This design comes from an exercise in tuning for small area on the open sky130 flow, not from production work. Function not checked in this run: the RTL went through the layout flow alone. Power is estimated from default activity; no workload was simulated.

[flow/run.sh]
#!/bin/bash
# synth_recipe.tcl (not shown) runs the flow's synth.tcl, then flattens the netlist and writes it again
# the make line also repeats each setting of config.mk as NAME=value (left out here)
make -C /OpenROAD-flow-scripts/flow DESIGN_CONFIG=/design/flow/config.mk WORK_HOME=/design/flow/orfs CLKGATE_MAP_FILE= SYNTH_SCRIPT=/design/flow/synth_recipe.tcl finish
[flow/constraint.sdc]
create_clock -name core_clock -period 10.0 [get_ports {CLK}]
set_input_delay 2.0000 -clock core_clock [delete_from_list [all_inputs] [get_ports {CLK}]]
set_output_delay 2.0000 -clock core_clock [all_outputs]
set_load 0.01 [all_outputs]
[flow/design.v]
module vga640x480(
    input wire i_clk,            
    input wire i_pix_stb,        
    input wire i_rst,            
    output wire o_hs,            
    output wire o_vs,            
    output wire o_blanking,      
    output wire o_active,        
    output wire o_screenend,     
    output wire o_animate,       
    output wire [9:0] o_x,       
    output wire [8:0] o_y        
    );
    localparam HS_STA = 16;               
    localparam HS_END = 16 + 96;          
    localparam HA_STA = 16 + 96 + 48;     
    localparam VS_STA = 480 + 10;         
    localparam VS_END = 480 + 10 + 2;     
    localparam VA_END = 480;              
    localparam LINE   = 800;              
    localparam SCREEN = 525;              
    reg [9:0] h_count;   
    reg [9:0] v_count;   
    assign o_hs = ~((h_count >= HS_STA) & (h_count < HS_END));
    assign o_vs = ~((v_count >= VS_STA) & (v_count < VS_END));
    assign o_x = (h_count < HA_STA) ? 0 : (h_count - HA_STA);
    assign o_y = (v_count >= VA_END) ? (VA_END - 1) : (v_count);
    assign o_blanking = ((h_count < HA_STA) | (v_count > VA_END - 1));
    assign o_active = ~((h_count < HA_STA) | (v_count > VA_END - 1)); 
    assign o_screenend = ((v_count == SCREEN - 1) & (h_count == LINE));
    assign o_animate = ((v_count == VA_END - 1) & (h_count == LINE));
    always @ (posedge i_clk)
    begin
        if (i_rst)   
        begin
            h_count <= 0;
            v_count <= 0;
        end
        if (i_pix_stb)   
        begin
            if (h_count == LINE)   
            begin
                h_count <= 0;
                v_count <= v_count + 1;
            end
            else 
                h_count <= h_count + 1;
            if (v_count == SCREEN)   
                v_count <= 0;
        end
    end
endmodule
module blockRunner(
    input wire CLK,              
    input wire RST_BTN,          
    output wire VGA_HS_O,        
    output wire VGA_VS_O,        
    output reg [3:0] VGA_R,      
    output reg [3:0] VGA_G,      
    output reg [3:0] VGA_B,      
    output wire a, ba, c, d, e, f, g,
    output wire a1, ba1, c1, d1, e1, f1, g1,
    output wire a2, ba2, c2, d2, e2, f2, g2,
    output wire a3, ba3, c3, d3, e3, f3, g3,
    input SW0,
    input KEY0,
    input KEY1,
    input KEY2,
    input KEY3
    );
    wire rst = ~RST_BTN;     
    reg [15:0] cnt;
    reg pix_stb;
    always @(posedge CLK)
        if (RST_BTN == 1'b0)
            {pix_stb, cnt} <= 17'd0;
        else
            {pix_stb, cnt} <= cnt + 16'h8000;   
    wire [9:0] x;   
    wire [8:0] y;   
    vga640x480 display (
        .i_clk(CLK),
        .i_pix_stb(pix_stb),
        .i_rst(rst),
        .o_hs(VGA_HS_O),
        .o_vs(VGA_VS_O),
        .o_x(x),
        .o_y(y)
    );
   	wire backDrop, sun, moon, cloud, cloud2, cloud3;
   	assign backDrop = ((x > 0) & (y > 300) & (x < 640) & (y < 477)) ? 1 : 0;
	assign sun = ((x > 475) & (y > 50) & (x < 550) & (y < 125)) ? 1 : 0;
	assign moon = ((x > 475) & (y > 50) & (x < 550) & (y < 125)) ? 1 : 0;
	assign cloud = ((x > cloud1X) & (x < cloud1Width + cloud1X) & (y > 75) & (y < 125)) ? 1 : 0;
	assign cloud2 = ((x > cloud2X) & (x < cloud2Width + cloud2X) & (y > 100) & (y < 150)) ? 1 : 0;
	assign cloud3 = ((x > cloud3X) & (x < cloud3Width + cloud3X) & (y > 85) & (y < 135)) ? 1 : 0;
	assign star = ((x > 20) & (x < 25) & (y > 50) & (y < 55)) ? 1 : 0;
	assign star1 = ((x > 70) & (x < 75) & (y > 125) & (y < 130)) ? 1 : 0;
	assign star2 = ((x > 100) & (x < 105) & (y > 30) & (y < 35)) ? 1 : 0;
	assign star3 = ((x > 150) & (x < 155) & (y > 65) & (y < 70)) ? 1 : 0;
	assign star4 = ((x > 200) & (x < 205) & (y > 20) & (y < 25)) ? 1 : 0;
	assign star5 = ((x > 240) & (x < 245) & (y > 80) & (y < 85)) ? 1 : 0;
	assign star6 = ((x > 300) & (x < 305) & (y > 90) & (y < 95)) ? 1 : 0;
	assign star7 = ((x > 340) & (x < 345) & (y > 40) & (y < 45)) ? 1 : 0;
	assign star8 = ((x > 410) & (x < 415) & (y > 75) & (y < 80)) ? 1 : 0;
	assign star9 = ((x > 450) & (x < 455) & (y > 90) & (y < 95)) ? 1 : 0;
	assign o1left = ((x > 90) & (y > 120) & (x < 120) & (y < 250)) ? 1 : 0;
	assign o1right = ((x > 190) & (y > 120) & (x < 220) & (y < 250)) ? 1 : 0;
	assign o1top = ((x > 90) & (y > 120) & (x < 220) & (y < 150)) ? 1 : 0;
	assign o1bottom = ((x > 90) & (y > 220) & (x < 220) & (y < 250)) ? 1 : 0;
	assign o2left = ((x > 285) & (y > 120) & (x < 315) & (y < 250)) ? 1 : 0;
	assign o2right = ((x > 385 ) & (y > 120) & (x < 415) & (y < 250 )) ? 1 : 0;
	assign o2top = ((x > 285) & (y > 120) & (x < 415) & (y < 150)) ? 1 : 0;
	assign o2bottom = ((x > 285) & (y > 220) & (x < 415) & (y < 250)) ? 1 : 0;
	assign fleft = ((x > 480) & (y > 120) & (x < 510) & (y <  250)) ? 1 : 0;
	assign ftop = ((x > 490) & (y > 120) & (x < 570) & (y < 150)) ? 1 : 0;
	assign fbottom = ((x > 490) & (y > 180) & (x < 550) & (y < 210)) ? 1 : 0;
	reg[9:0] cloud1X, cloud2X, cloud3X;
	reg[9:0] cloud1Width, cloud2Width, cloud3Width;
	reg nightToggle, dayToggle;
always@(posedge CLK)
	begin
		case(s)
			menu: begin
					cloud1X <= 10'd110;
					cloud2X <= 10'd300;
					cloud3X <= 10'd10;
					cloud1Width <= 10'd100;
					cloud2Width <= 10'd100;
					cloud3Width <= 10'd90;
					nightToggle <= 1'd0;
					dayToggle <= 1'd1;
					end
			playingDay: begin
						if(countTime >= 990)
							begin
								cloud1X <= cloud1X + 3'd2;
								cloud2X <= cloud2X + 1'd1;
								cloud3X <= cloud3X + 1'd1;
							end
						if(countDayNight >= 20)
							begin
								nightToggle <= !nightToggle;
								dayToggle <= !dayToggle;
							end
						end
			playingNight: begin
						if(countTime >= 990)
							begin
								cloud1X <= cloud1X + 3'd2;
								cloud2X <= cloud2X + 1'd1;
								cloud3X <= cloud3X + 1'd1;
							end
						if(countDayNight >= 20)
							begin
								nightToggle <= !nightToggle;
								dayToggle <= !dayToggle;
							end
						end		
		endcase
	end
	reg [1:0] s;
	reg [1:0] ns;
	parameter 
		menu = 2'd0,
		lose = 2'd1,
		playingDay = 2'd2,
		playingNight = 2'd3;
always@(posedge CLK or negedge RST_BTN)
begin
	if (RST_BTN == 1'b0)
		begin
			s <= menu;
		end
	else
		begin
			s <= ns;
		end
end
always@(*)
begin
	case(s)
		menu: 	begin
				if(KEY0 == 1'b0)
				begin
					ns = playingDay;
				end
				else
					ns = menu;
				end
		playingDay: begin
				if(hit == 1'b1)
					ns = lose;
				else if(nightToggle)
					ns = playingNight;
				else
					ns = playingDay;
				end
		playingNight: begin
				if(hit == 1'b1)
					ns = lose;
				else if(dayToggle)
					ns = playingDay;
				else
					ns = playingNight;
				end
		lose: begin
				if(KEY1 == 1'b0)
					ns = menu;
				else
					ns = lose;
				end
	endcase
end
sevenSeg ones(oneOut[3], oneOut[2], oneOut[1], oneOut[0], a, ba, c, d, e, f, g);
sevenSeg tens(tenOut[3], tenOut[2], tenOut[1], tenOut[0], a1, ba1, c1, d1, e1, f1, g1);
sevenSeg hunds(hunOut[3], hunOut[2], hunOut[1], hunOut[0], a2, ba2, c2, d2, e2, f2, g2);
sevenSeg thous(thoOut[3], thoOut[2], thoOut[1], thoOut[0], a3, ba3, c3, d3, e3, f3, g3);
reg[3:0] oneCount, oneHi, oneOut;
reg[3:0] tenCount, tenHi, tenOut;
reg[3:0] hunCount, hunHi, hunOut;
reg[3:0] thoCount, thoHi, thoOut;
always@(posedge CLK)
	begin
		if(RST_BTN == 1'b0)
			begin
				oneHi <= 4'd0;
				tenHi <= 4'd0;
				hunHi <= 4'd0;
				thoHi <= 4'd0;
			end
		if(SW0 == 1'b1)
			begin
				oneOut <= oneHi;
				tenOut <= tenHi;
				hunOut <= hunHi;
				thoOut <= thoHi;
			end
		else
			begin
				oneOut <= oneCount;
				tenOut <= tenCount;
				hunOut <= hunCount;
				thoOut <= thoCount;
			end
		case(s)
			menu: begin
					oneCount <= 4'd0;
					tenCount <= 4'd0;
					hunCount <= 4'd0;
					thoCount <= 4'd0;
					end
			playingDay: begin
						if(countTime >= 1_000)
							begin
								oneCount <= oneCount + 1'd1;
								if(oneCount >= 4'd9)
									begin
										tenCount <= tenCount + 1'd1;
										oneCount <= 1'd0;
									end
								if(tenCount > 4'd9)
									begin
										hunCount <= hunCount + 1'd1;
										tenCount <= 1'd0;
									end
								if(hunCount > 4'd9)
									begin
										thoCount <= thoCount + 1'd1;
										hunCount <= 1'd0;
									end
							end
						end
				playingNight: begin
						if(countTime >= 1_000)
							begin
								oneCount <= oneCount + 1'd1;
								if(oneCount >= 4'd9)
									begin
										tenCount <= tenCount + 1'd1;
										oneCount <= 1'd0;
									end
								if(tenCount >= 4'd9)
									begin
										hunCount <= hunCount + 1'd1;
										tenCount <= 1'd0;
									end
								if(hunCount >= 4'd9)
									begin
										thoCount <= thoCount + 1'd1;
										hunCount <= 1'd0;
									end
							end
						end
				lose: begin
						if(thoCount > thoHi)
							begin
								oneHi <= oneCount;
								tenHi <= tenCount;
								hunHi <= hunCount;
								thoHi <= thoCount;
							end
						else if(thoCount == thoHi)
							begin
								if(hunCount > hunHi)
									begin
										oneHi <= oneCount;
										tenHi <= tenCount;
										hunHi <= hunCount;
										thoHi <= thoCount;
									end
								else if(hunCount == hunHi)
									begin
										if(tenCount > tenHi)
											begin
												oneHi <= oneCount;
												tenHi <= tenCount;
												hunHi <= hunCount;
												thoHi <= thoCount;
											end
										else if(tenCount == tenHi)
											begin
												if(oneCount > oneHi)
													begin
														oneHi <= oneCount;
														tenHi <= tenCount;
														hunHi <= hunCount;
														thoHi <= thoCount;
													end
											end
									end
							end
						end				
			endcase
	end
wire bg = ~(backDrop || sun || blocks[0] || blocks[1] || blocks[2] || blocks[3] || dino || cloud || cloud2 || cloud3) && (x >= 1 && x <= 639 && y >= 1 && y <= 479);
always@(*)
	begin
		case(s)
			menu: begin
						VGA_R[3] = backDrop | sun;        
						VGA_G[3] = blocks[0] | blocks[1] | blocks[3] | blocks[2] | sun;  
						VGA_B[3] = dino | bg;         
						VGA_R[2] = backDrop | sun | cloud | cloud2 | cloud3 | bg;         
						VGA_G[2] = blocks[0] | blocks[1] | blocks[3] | blocks[2] | backDrop | sun | cloud | cloud2 | cloud3 | bg;  
						VGA_B[2] = cloud | cloud2 | cloud3 | dino;         
						VGA_R[1] = backDrop | sun | cloud | cloud2 | cloud3 | bg;         
						VGA_G[1] = backDrop | sun | cloud | cloud2 | cloud3 | bg;  
						VGA_B[1] = backDrop | cloud | cloud2 | cloud3 | dino;         
						VGA_R[0] = backDrop | cloud | cloud2 | cloud3;         
						VGA_G[0] = cloud | cloud2 | cloud3;  
						VGA_B[0] = cloud | cloud2 | cloud3 | dino | bg;         
					end
			playingDay: begin
						VGA_R[3] = backDrop | sun;         
						VGA_G[3] = blocks[0] | blocks[1] | blocks[3] | blocks[2] | sun;  
						VGA_B[3] = dino | bg;         
						VGA_R[2] = backDrop | sun | cloud | cloud2 | cloud3 | bg;         
						VGA_G[2] = backDrop | blocks[0] | blocks[1] | blocks[3] | blocks[2] | sun | cloud | cloud2 | cloud3 | bg;  
						VGA_B[2] = dino | cloud | cloud2 | cloud3;         
						VGA_R[1] = backDrop | sun | cloud | cloud2 | cloud3 | bg;         
						VGA_G[1] = backDrop | sun | cloud | cloud2 | cloud3 | bg; 
						VGA_B[1] = backDrop | dino | cloud | cloud2 | cloud3;         
						VGA_R[0] = backDrop | cloud | cloud2 | cloud3;         
						VGA_G[0] = cloud | cloud2 | cloud3;  
						VGA_B[0] = dino | cloud | cloud2 | cloud3 | bg;         
					end
			playingNight: begin
						VGA_R[3] = moon | star | star1 | star2 | star3 | star4 | star5 | star6 | star7 | star8 | star9;
						VGA_G[3] = moon | star | star1 | star2 | star3 | star4 | star5 | star6 | star7 | star8 | star9 | blocks[0] | blocks[1] | blocks[3] | blocks[2];  
						VGA_B[3] = dino | moon | star | star1 | star2 | star3 | star4 | star5 | star6 | star7 | star8 | star9;         
						VGA_R[2] = backDrop | moon | cloud | cloud2 | cloud3 |star | star1 | star2 | star3 | star4 | star5 | star6 | star7 | star8 | star9;         
						VGA_G[2] = backDrop | moon | cloud | cloud2 | cloud3 | star | star1 | star2 | star3 | star4 | star5 | star6 | star7 | star8 | star9 | blocks[0] | blocks[1] | blocks[3] | blocks[2];  
						VGA_B[2] = dino | cloud | cloud2 | cloud3 | moon | star | star1 | star2 | star3 | star4 | star5 | star6 | star7 | star8 | star9;         
						VGA_R[1] = backDrop | moon | cloud | cloud2 | cloud3 | star | star1 | star2 | star3 | star4 | star5 | star6 | star7 | star8 | star9;         
						VGA_G[1] = backDrop | moon | cloud | cloud2 | cloud3 | star | star1 | star2 | star3 | star4 | star5 | star6 | star7 | star8 | star9; 
						VGA_B[1] = backDrop | dino | cloud | cloud2 | cloud3 | moon | star | star1 | star2 | star3 | star4 | star5 | star6 | star7 | star8 | star9;         
						VGA_R[0] = backDrop | cloud | cloud2 | cloud3 | moon | star | star1 | star2 | star3 | star4 | star5 | star6 | star7 | star8 | star9;         
						VGA_G[0] = cloud | cloud2 | cloud3 | moon | star | star1 | star2 | star3 | star4 | star5 | star6 | star7 | star8 | star9;  
						VGA_B[0] = dino | cloud | cloud2 | cloud3 | moon | star | star1 | star2 | star3 | star4 | star5 | star6 | star7 | star8 | star9;         
						end
			lose: begin
						VGA_R[0] = backDrop;         
						VGA_G[0] = blocks[0] | blocks[1] | blocks[3] | blocks[2];  
						VGA_B[0] = 0;         
						VGA_R[1] = backDrop | o1left | o1right | o1bottom | o1top | o2left | o2right | o2top | o2bottom | fleft | ftop | fbottom;         
						VGA_G[1] = 0;  
						VGA_B[1] = 0;        
						VGA_R[2] = backDrop;         
						VGA_G[2] = 0; 
						VGA_B[2] = 0;         
						VGA_R[3] = backDrop | o1left | o1right | o1bottom | o1top | o2left | o2right | o2top | o2bottom | fleft | ftop | fbottom;         
						VGA_G[3] = 0;  
						VGA_B[3] = 0;         
					end
		endcase
end
wire dino;
reg[9:0] dinoX;
reg[8:0] dinoY;
reg[9:0] dinoWidth;
reg[8:0] dinoHeight;
reg[1:0] direction;
reg[7:0] speedD;
reg[19:0] count;
reg[7:0] count2;
reg st_count2;
always@(posedge CLK)
	begin
		case(s)
		menu: 		begin
					dinoX <= 75;
					dinoWidth <= 15;
					dinoHeight <= 40;			
				end
		playingDay: begin
			if(KEY2 == 1'b0)  
				begin
					dinoX <= 75;
					dinoWidth <= 15;
					dinoHeight <= 20;
					speedD <= 2;
				end
			else 
				begin
					dinoX <= 75;
					dinoWidth <= 15;
					dinoHeight <= 40;
					speedD <= 2;
				end
			end
		playingNight: begin
			if(KEY2 == 1'b0)  
				begin
					dinoX <= 75;
					dinoWidth <= 15;
					dinoHeight <= 20;
					speedD <= 2;
				end
			else 
				begin
					dinoX <= 75;
					dinoWidth <= 15;
					dinoHeight <= 40;
					speedD <= 2;
				end
			end
		endcase
	end
always@(posedge CLK)
	begin
		if(RST_BTN == 1'b0)
			begin
				count <= 20'd0;
				count2 <= 8'd0;
				st_count2 <= 1'b0;
			end
		else
		begin
		if(count == 20'd5000)
			begin
				count <= 20'd0;
			end
		else
			begin
				count <= count + 20'd1;
			end
		if (st_count2 == 1'b1)
			begin
				if (count2 <= 8'd90)
					begin
						if (count == 20'd5000)
							begin
								count2 <= count2 + 1'b1;
							end
					end
				else
					begin
						st_count2 <= 1'b0;
						count2 <= 8'd0;
					end
			end
		case(s)
			playingDay: begin
						if(KEY3 == 1'b0)
							begin
								st_count2 <= 1'b1;
							end
						else if(KEY2 == 1'b0 && st_count2 == 1'b1)
							begin
								count2 <= 8'd90;
							end
						end
			playingNight: begin
						if(KEY3 == 1'b0)
							begin
								st_count2 <= 1'b1;
							end
						else if(KEY2 == 1'b0 && st_count2 == 1'b1)
							begin
								count2 <= 8'd90;
							end
						end
		endcase
		end
end
assign dino = ((x > dinoX) & (x < dinoWidth + dinoX) & (y > dinoY) & (y < dinoHeight + dinoY)) ? 1 : 0;
always@(posedge CLK)
	begin
		case(s)
			menu: begin
					dinoY <= 260;
					direction <= 2'd3;
					end
			playingDay: begin
					if(count == 20'd5000)  
						begin
							if(direction == 2'b1)
								begin
									dinoY <= dinoY - speedD;
								end
							else if(direction == 2'd2)
								begin
									dinoY <= dinoY + speedD;
								end
							else if (direction == 2'd3)
								begin
									dinoY <= dinoY;
								end
							if(count2 > 8'd0 && count2 <= 8'd45)
								begin
									direction <= 2'b1;
								end
							else if(count2 >= 8'd45 && count2 <= 8'd90)
								begin
									direction <= 2'd2;
								end
							else if(count2 == 8'd0)
								begin
									direction <= 2'd3;
								end
							end
							else if(KEY2 == 1'b0  && (count2 >= 90 || count2 == 0))  
								begin
									dinoY <= 280;
								end
							else if(count2 >= 90 || count2 == 0)
								begin
									dinoY <= 260;
								end
						end
			playingNight: begin
					if(count == 20'd5000)  
						begin
							if(direction == 2'b1)
								begin
									dinoY <= dinoY - speedD;
								end
							else if(direction == 2'd2)
								begin
									dinoY <= dinoY + speedD;
								end
							else if (direction == 2'd3)
								begin
									dinoY <= dinoY;
								end
							if(count2 > 8'd0 && count2 <= 8'd45)
								begin
									direction <= 2'b1;
								end
							else if(count2 >= 8'd45 && count2 <= 8'd90)
								begin
									direction <= 2'd2;
								end
							else if(count2 == 8'd0)
								begin
									direction <= 2'd3;
								end
							end
							else if(KEY2 == 1'b0  && (count2 >= 90 || count2 == 0))
								begin
									dinoY <= 280;
								end
							else if(count2 >= 90 || count2 == 0)
								begin
									dinoY <= 260;
								end
					end
		endcase
end
	randomBlock randGen(CLK, rstRand, rstSeed, seed, ranHeight, ranWidth, ranY);
	reg rstRand;
	wire[3:0] blocks;
	reg[9:0] b1X, b2X, b3X, b4X;
	reg[8:0] b1Y, b2Y, b3Y, b4Y;
	wire[8:0] ranY;
	reg[9:0] b1Width, b2Width, b3Width, b4Width;
	wire[8:0] ranWidth;
	reg[8:0] b1Height, b2Height, b3Height, b4Height;
	wire[8:0] ranHeight;
	reg[7:0] speedB;
	reg[19:0] countB1, countB2;
	reg[25:0] countTime;
	reg[5:0] countTime2, countDayNight;
	assign blocks[0] = ((x > b1X) & (x < b1Width + b1X) & (y > b1Y) & (y < b1Height + b1Y)) ? 1 : 0;
	assign blocks[1] = ((x > b2X) & (x < b2Width + b2X) & (y > b2Y) & (y < b2Height + b2Y)) ? 1 : 0;
	assign blocks[2] = ((x > b3X) & (x < b3Width + b3X) & (y > b3Y) & (y < b3Height + b3Y)) ? 1 : 0;
	assign blocks[3] = ((x > b4X) & (x < b4Width + b4X) & (y > b4Y) & (y < b4Height + b4Y)) ? 1 : 0;
always@(posedge CLK) 
	begin
		if(RST_BTN == 1'b0)
			begin
				countTime <= 26'd0;
				countB1 <= 20'd0;
			end
		case(s)
			menu: begin
				b1Width <= 20;
				b2Width <= 20;
				b3Width <= 20;
				b4Width <= 25;
				b1Height <= 20;
				b2Height <= 40;
				b3Height <= 30;
				b4Height <= 10;
				b1Y <= 280;
				b2Y <= 260;
				b3Y <= 270;
				b4Y <= 260;
				b1X <= 10;
				b2X <= 690;
				b3X <= 460;
				b4X <= 230;
				speedB <= 1;
				countTime2 <= 1'd0;
				countDayNight <= 1'd0;
				rstRand <= 1'b0;
				end
			playingDay:	begin
					rstRand <= 1'b1;				
					if(blocks[0] == 1'b1 && (b1X < 1 || b1X > 679))
						begin
							b2Width <= ranWidth;
							b2Height <= ranHeight;
							b2Y <= ranY;
						end
					if(blocks[1] == 1'b1 && (b2X < 1 || b2X > 679))
						begin
							b3Width <= ranWidth;
							b3Height <= ranHeight;
							b3Y <= ranY;
						end
					if(blocks[2] == 1'b1 && (b3X < 1 || b3X > 679))
						begin
							b4Width <= ranWidth;
							b4Height <= ranHeight;
							b4Y <= ranY;
						end
					if(blocks[3] == 1'b1 && (b4X < 1 || b4X > 679))
						begin
							b1Width <= ranWidth;
							b1Height <= ranHeight;
							b1Y <= ranY;
						end
					countTime <= countTime + 1'd1;
					countB1 <= countB1 + 1'd1;
					if(countB1 == 20'd5000)
						begin
							b1X <= b1X - speedB;
							b2X <= b2X - speedB;
							b3X <= b3X - speedB;
							b4X <= b4X - speedB;
							countB1 <= 20'd0;
						end
					if(countTime >= 1_000)
						begin
							countTime <= 0;
							countTime2 <= countTime2 + 1'd1;
							countDayNight <= countDayNight + 1'd1;
						end
					if(countTime2 >= 5'd30 && speedB <= 5'd3)
						begin
							speedB <= speedB + 1'd1;
							countTime2 <= 1'd0;
						end
					if(countDayNight >= 5'd20)
						begin
							countDayNight <= 5'd0;
						end
				end
			playingNight:	begin
					rstRand <= 1'b1;
					if(blocks[0] == 1'b1 && (b1X < 1 || b1X > 679))
						begin
							b1Width <= ranWidth;
							b1Height <= ranHeight;
							b1Y <= ranY;
						end
					if(blocks[1] == 1'b1 && (b2X < 1 || b2X > 679))
						begin
							b2Width <= ranWidth;
							b2Height <= ranHeight;
							b2Y <= ranY;
						end
					if(blocks[2] == 1'b1 && (b3X < 1 || b3X > 679))
						begin
							b3Width <= ranWidth;
							b3Height <= ranHeight;
							b3Y <= ranY;
						end
					if(blocks[3] == 1'b1 && (b4X < 1 || b4X > 679))
						begin
							b4Width <= ranWidth;
							b4Height <= ranHeight;
							b4Y <= ranY;
						end
					countTime <= countTime + 1'd1;
					countB1 <= countB1 + 1'd1;
					if(countB1 == 20'd5000)
						begin
							b1X <= b1X - speedB;
							b2X <= b2X - speedB;
							b3X <= b3X - speedB;
							b4X <= b4X - speedB;
							countB1 <= 20'd0;
						end
					if(countTime >= 1_000)
						begin
							countTime <= 0;
							countTime2 <= countTime2 + 1'd1;
							countDayNight <= countDayNight + 1'd1;
						end
					if(countTime2 >= 5'd30 && speedB <= 5'd3)
						begin
							speedB <= speedB + 1'd1;
							countTime2 <= 1'd0;
						end
					if(countDayNight >= 5'd20)
						begin
							countDayNight <= 5'd0;
						end
				end
		endcase
	end
reg[2:0] seedCount, seed;
reg rstSeed;
always@(posedge CLK)
	begin
		case(s)
			menu: begin
					rstSeed <= 1'b1;
					seedCount <= 1'b0;
					end
			playingDay: begin
							rstSeed <= 1'b1;
							seedCount <= seedCount + 1'd1;
							if(seedCount >= 3'd8)
								begin
									seedCount <= 3'd0;
								end
							if(KEY3 == 1'b0 || KEY2 == 1'b0)
								begin
									rstSeed <= 1'b0;
									seed <= seedCount;
								end
							end
			playingNight: begin
							rstSeed <= 1'b1;
							seedCount <= seedCount + 1'd1;
							if(seedCount >= 3'd8)
								begin
									seedCount <= 3'd0;
								end
							if(KEY3 == 1'b0 || KEY2 == 1'b0)
								begin
									rstSeed <= 1'b0;
									seed <= seedCount;
								end
							end
		endcase
	end
wire hit;
assign hit = ((dino && blocks[0]) || (dino && blocks[1]) || (dino && blocks[3]) || (dino && blocks[2]));
endmodule
module sevenSeg(a, b, c, d, o1, o2, o3, o4, o5, o6, o7);
	input a, b, c, d; 
	output o1, o2, o3, o4, o5, o6, o7;
	assign o1 =~((~b&~d) | (~a&c) | (b&c) | (a&~d) | (~a&b&d) | (a&~b&~c));
	assign o2 =~((~a&~b) | (~b&~d) | (~a&~c&~d) | (~a&c&d) | (a&~c&d));
	assign o3 =~((~a&~c) | (~a&d) | (~c&d) | (~a&b) | (a&~b));
	assign o4 =~((~a&~b&~d) | (~b&c&d) | (b&~c&d) | (b&c&~d) | (a&~c&~d));
	assign o5 =~((~b&~d) | (c&~d) | (a&c) | (a&b));
	assign o6 =~((~c&~d) | (b&~d) | (a&~b) | (a&c) | (~a&b&~c));
	assign o7 =~((~b&c) | (c&~d) | (a&~b) | (a&d) | (~a&b&~c));
endmodule 
module linearFeedShiftReg(
input clk, rst, rstSeed,
input[2:0] seed,
output reg[2:0] out
);
always@(posedge clk)
	begin
		if(rst == 1'b0)
			out <= seed;
		else
			out <= {out[1]^out[2], out[2:0]};
	end
endmodule
module randomBlock(
input clk, rst, rstSeed,
input[2:0] seed,
output reg[5:0] height, width,
output reg[8:0] yVal
);
reg[2:0] S, NS;
wire[2:0] out;
linearFeedShiftReg regboi(clk, rstSeed, seed, out);
parameter
	blockT1 = 3'b000,
	blockT2 = 3'b001,
	blockT3 = 3'b010,
	blockT4 = 3'b011,
	blockT5 = 3'b100,
	blockT6 = 3'b101,
	blockT7 = 3'b110,
	blockT8 = 3'b111;
always@(posedge clk or negedge rst)
	begin
		if(rst == 1'b0)
			S <= blockT1;
		else
			S <= NS;
	end
always@(posedge clk)
	begin
		case(S)
			blockT1: begin
						height <= 6'd20;
						width <= 6'd20;
						yVal <= 9'd280;
						NS <= blockT2;
						end
			blockT2: begin
						height <= 6'd40;
						width <= 6'd15;
						yVal <= 9'd260;
						NS <= blockT3;
						end
			blockT3: begin
						height <= 6'd30;
						width <= 6'd10;
						yVal <= 9'd270;
						NS <= blockT4;
						end
			blockT4: begin
						height <= 6'd40;
						width <= 6'd20;
						yVal <= 9'd260;
						NS <= blockT5;
						end
			blockT5: begin
						height <= 6'd35;
						width <= 6'd20;
						yVal <= 9'd265;
						NS <= blockT6;
						end
			blockT6: begin
						height <= 6'd10;
						width <= 6'd25;
						yVal <= 9'd270;
						NS <= blockT7;
						end
			blockT7: begin
						height <= 6'd10;
						width <= 6'd25;
						yVal <= 9'd280;
						NS <= blockT8;
						end
			blockT8: begin
						height <= 6'd10;
						width <= 6'd25;
						yVal <= 9'd260;
						NS <= blockT1;
						end
			default: NS <= out;
		endcase
	end
endmodule
[flow/config.mk]
export PLATFORM = sky130hd
export DESIGN_NAME = blockRunner
export DESIGN_NICKNAME = blockRunner
export VERILOG_FILES = /design/flow/design.v
export SDC_FILE = /design/flow/constraint.sdc
export NUM_CORES = 4
export LEC_CHECK = 0
export CAP_MARGIN = 20
export CORE_MARGIN = 2
export CORE_UTILIZATION = 40
export SLEW_MARGIN = 20
==> reports/qor.yml <==
grt_max_degree: 56
rr_worst_depth: 14
slew_violations: 0
crit_arrival_ns: 6.95
ant_nets: 0
tightest_slew_ns: 1.06
worstPathRequired_ns: 8.00
synth_cell_types: 85
io_pins: 49
intPower_mw: 3.23
status: "timing/DRC/antenna clean"
ys_warn_count: 30
crit_path_start_kind: "flop"
clkLatencyLatePin_ns: 0.58
synth.area.top_cells: "edfxtp_1, ha_1, dfxtp_1"
htree_levels: 2
synth_top_area_cell: "edfxtp_1"
cp.depth: 14
p_sw_share_pct: 33.6
place_area_um2: 26700
grt.overflow.total: 0
post-route-drc-count: 0
die_w_um: 255
grt_usage_pct: 21.5
avgSynthCellArea_um2: 9.01
power_density_nw_per_um2: 174
clock_power_share_pct: 29.8
clock_sinks: 330
drt_iter0_drc: 1672
whs_ns: 0.0581
syn_to_final_growth_pct: 10.8
numPortBuffers: 48
synth_ff_type: "edfxtp_1"
design.core.area_um2: 62700
path_common_cell: "ha_1"
fillers: 6000
clk_path_buf_depth: 3
rsz0062_at_grt: "no"
die_h_um: 255
crit_path_end_kind: "primary output"
hold_path.class: "reg2async"
cts_setup_buffers: 0
antenna_found_initial: 0
synth-edff-count: 235
layout_worst_path_cycle_share_pct: 89.5
slew_headroom_pct: 28.6
criticalPathCategory: "reg2out"
cp_max_fo: 27
cp_num_buf_inv: 2
dieArea_um2: 65200
final_nets: 3167
avgViaCountPerCell: 5.63
crit_chain: "inv_1, ha_1, or2_2, o22ai_2, ha_1, and4_1, a221o_1, a311oi_1, nor3_1, o211ai_1, nand4_1, o31ai_1, or2_1, clkdlybuf4s50_1"
vias: 20900
initial_utilization_pct: 40.3
holdBufCountCts: 0
grt_pass1_vias: 20800
p_total_mw: 4.87
final_layout_size_suffix_gt1_share_pct: 4.33
slowest_stage: "edfxtp_1"
leakagePower_nw: 11.7
clk_pin_slew_ns: 0.06
crit_family: "compound AO/OA/AOI/OAI gates"
sequentialPowerShare_pct: 40.2
clockRootBuffer: "clkbuf_16"
skew_ns: 0.0218
grt_pass1_wl_um: 114000
critPathMaxStageDelay_ns: 0.96
p_comb_share_pct: 30.0
routed_wl_um: 71200
cap_violations: 0
async_flop_share_pct: 1.52
fin_util_pct: 44.7
dp_hpwl_um: 53500
cts_made_buffers: 39
finalSetupViolCount: 0
fmax_mhz: 112
dr.pass1.iters: 5
synth_cells: 2805
yosysSeqAreaShare_pct: 35.5
final_area_um2: 28000
vdd_drop_max_v: 0.000149
wl_per_cell_um: 19.2
ys_ff_latch: 330
syn-cell-area_um2: 25300
reg2reg_slack_ns: 4.49
finalHoldViolCount: 0
finalSetupTns_ns: 0
switching_power_mw: 1.64
cts_tree: "done"
period_needed_ns: 8.95
gp_congestion: 0.930
synth.top_cell.area_share_pct: 27.9
post_cts_resized: 0
num_rows: 92
-- logic make-up after synthesis --
group	share of synthesized area [%]
adder cells (fa/ha/maj)	17.0
XOR/XNOR	6.79
flip-flops	35.5
AO/OA/AOI/OAI	15.2
buffers and inverters	5.16
other	0.0148
AND/OR/NAND/NOR	19.1
multiplexers	1.25
-- routing by layer --
| metal | vias to the layer above | routed length (um) | GRT usage [%] |
|---|---|---|---|
| met4 | 0 | 2470 | 7.84 |
| li1 | 10100 | - | - |
| met1 | 10000 | 32300 | 28.7 |
| met3 | 144 | 3350 | 2.55 |
| met2 | 570 | 33100 | 35.9 |
| met5 | - | 0 | 0 |
-- power groups by stage --
stage,logic (mW),registers [mW],clock network [mW]
after floorplan,1.09,1.87,0
final,1.46,1.96,1.45
after global placement,1.41,1.97,0
after global routing,1.66,2.00,1.55
after CTS,1.46,1.96,1.49
after detailed placement,1.45,1.98,0
-- synthesized netlist by cell type, types with 11 or more instances --
cell type	count
a211oi_1	29
a21o_1	53
a21oi_1	154
a31oi_1	20
a41oi_1	12
and2_1	36
and3_1	40
and4_1	11
clkbuf_1	82
dfxtp_1	90
edfxtp_1	235
fa_1	14
ha_1	313
inv_1	233
mux2i_1	26
nand2_1	188
nand2b_1	54
nand3_1	87
nand4_1	47
nor2_1	253
nor2b_1	49
nor3_1	75
nor3b_1	18
nor4_1	39
o211ai_1	19
o21a_1	12
o21ai_0	180
o21bai_1	11
or3_1	15
xnor2_1	137
xor2_1	59
-- cell type report --
cell class                      count  area, um2  area share (%)
Clock buffer                       57       1100            3.94
Antenna cell                        1       2.50         0.00893
Timing Repair Buffer               71        673            2.40
Inverter                          242        911            3.25
Sequential cell                   330       8990            32.1
Multi-Input combinational cell   2149      15100            53.8
Tap cell                          846       1060            3.78
Clock inverter                     15        204           0.728
-- worst reg2reg max path, cell delays in order (launching register included) --
cell      delay, ns
edfxtp_1       0.96
inv_1          0.11
ha_1           0.49
or2_2          0.44
o22ai_2        0.59
ha_1           0.37
a21oi_1        0.12
nor2b_1        0.05
o21ai_0        0.22
o211ai_1       0.17
a41oi_1        0.20
nand4_1        0.16
or3_1          0.46
a21oi_1        0.19
a21o_1         0.58
-- registers in the layout, indices dropped and copies added, names as in the netlist, 6 cells and up --
name,count
countB1,20
b1X,10
b2X,10
cloud1X,9
speedB,8
b4X,10
countTime2,6
count,20
count2,8
countTime,26
display.h_count,10
countDayNight,6
cloud3X,10
dinoY,9
cloud2X,10
b3X,10
display.v_count,10
-- per-stage QoR --
step           setup WS (ns)  instances
2_1_floorplan           3.34       2821
3_3_place_gp            1.99       3636
3_5_place_dp            1.79       3636
4_1_cts                 1.15       3708
5_1_grt                0.810       3710
6_report                1.05       3711
-- cells in the final DEF, fill, tap and decap left out, types with 59 or more instances in the layout --
| cell | instances |
|---|---|
| a21oi_1 | 154 |
| dfxtp_1 | 90 |
| edfxtp_1 | 235 |
| ha_1 | 313 |
| inv_1 | 232 |
| nand2_1 | 187 |
| nand3_1 | 87 |
| nor2_1 | 253 |
| nor3_1 | 74 |
| o21ai_0 | 178 |
| xnor2_1 | 137 |
| xor2_1 | 59 |
-- path summary, 6_finish.rpt --
path | from | end
min in group core_clock | randGen.NS[0] | randGen.S[0]
max | display.h_count[5] | VGA_R[1]
max in group asynchronous | RST_BTN | s[1]
min | rstRand | randGen.S[1]
max reg2reg | display.h_count[5] | b4Width[4]
min reg2reg | rstRand | randGen.S[1]

afterwards: timing with drivers on the ports:
The results above use ideal ports. As a check the final layout listed here was re-extracted and re-timed, cells and wires unchanged.
Step 1 sets driving cells, clkbuf_16 on the clock port and buf_2 on the other inputs (assumed; they add their load-dependent delay and slew).
Step 2 times the ports against the registers' clock, not the clock port: input delays grow and output delays shrink by t, the midpoint of the rising clock arrivals with the driver on.
a / b / c = ideal ports / drivers / drivers and shift; a / b = the first two.
t, ns: 0.636
slack for setup (ns): 1.050 / 0.987 / 1.623
worst setup path after step 2: register to output
worst slew at a driven data input, ns: 0.05
After both steps setup and hold are still met in this run. For this run, drivers alone change the setup slack by -0.063 ns; drivers and shift together by +0.573 ns.
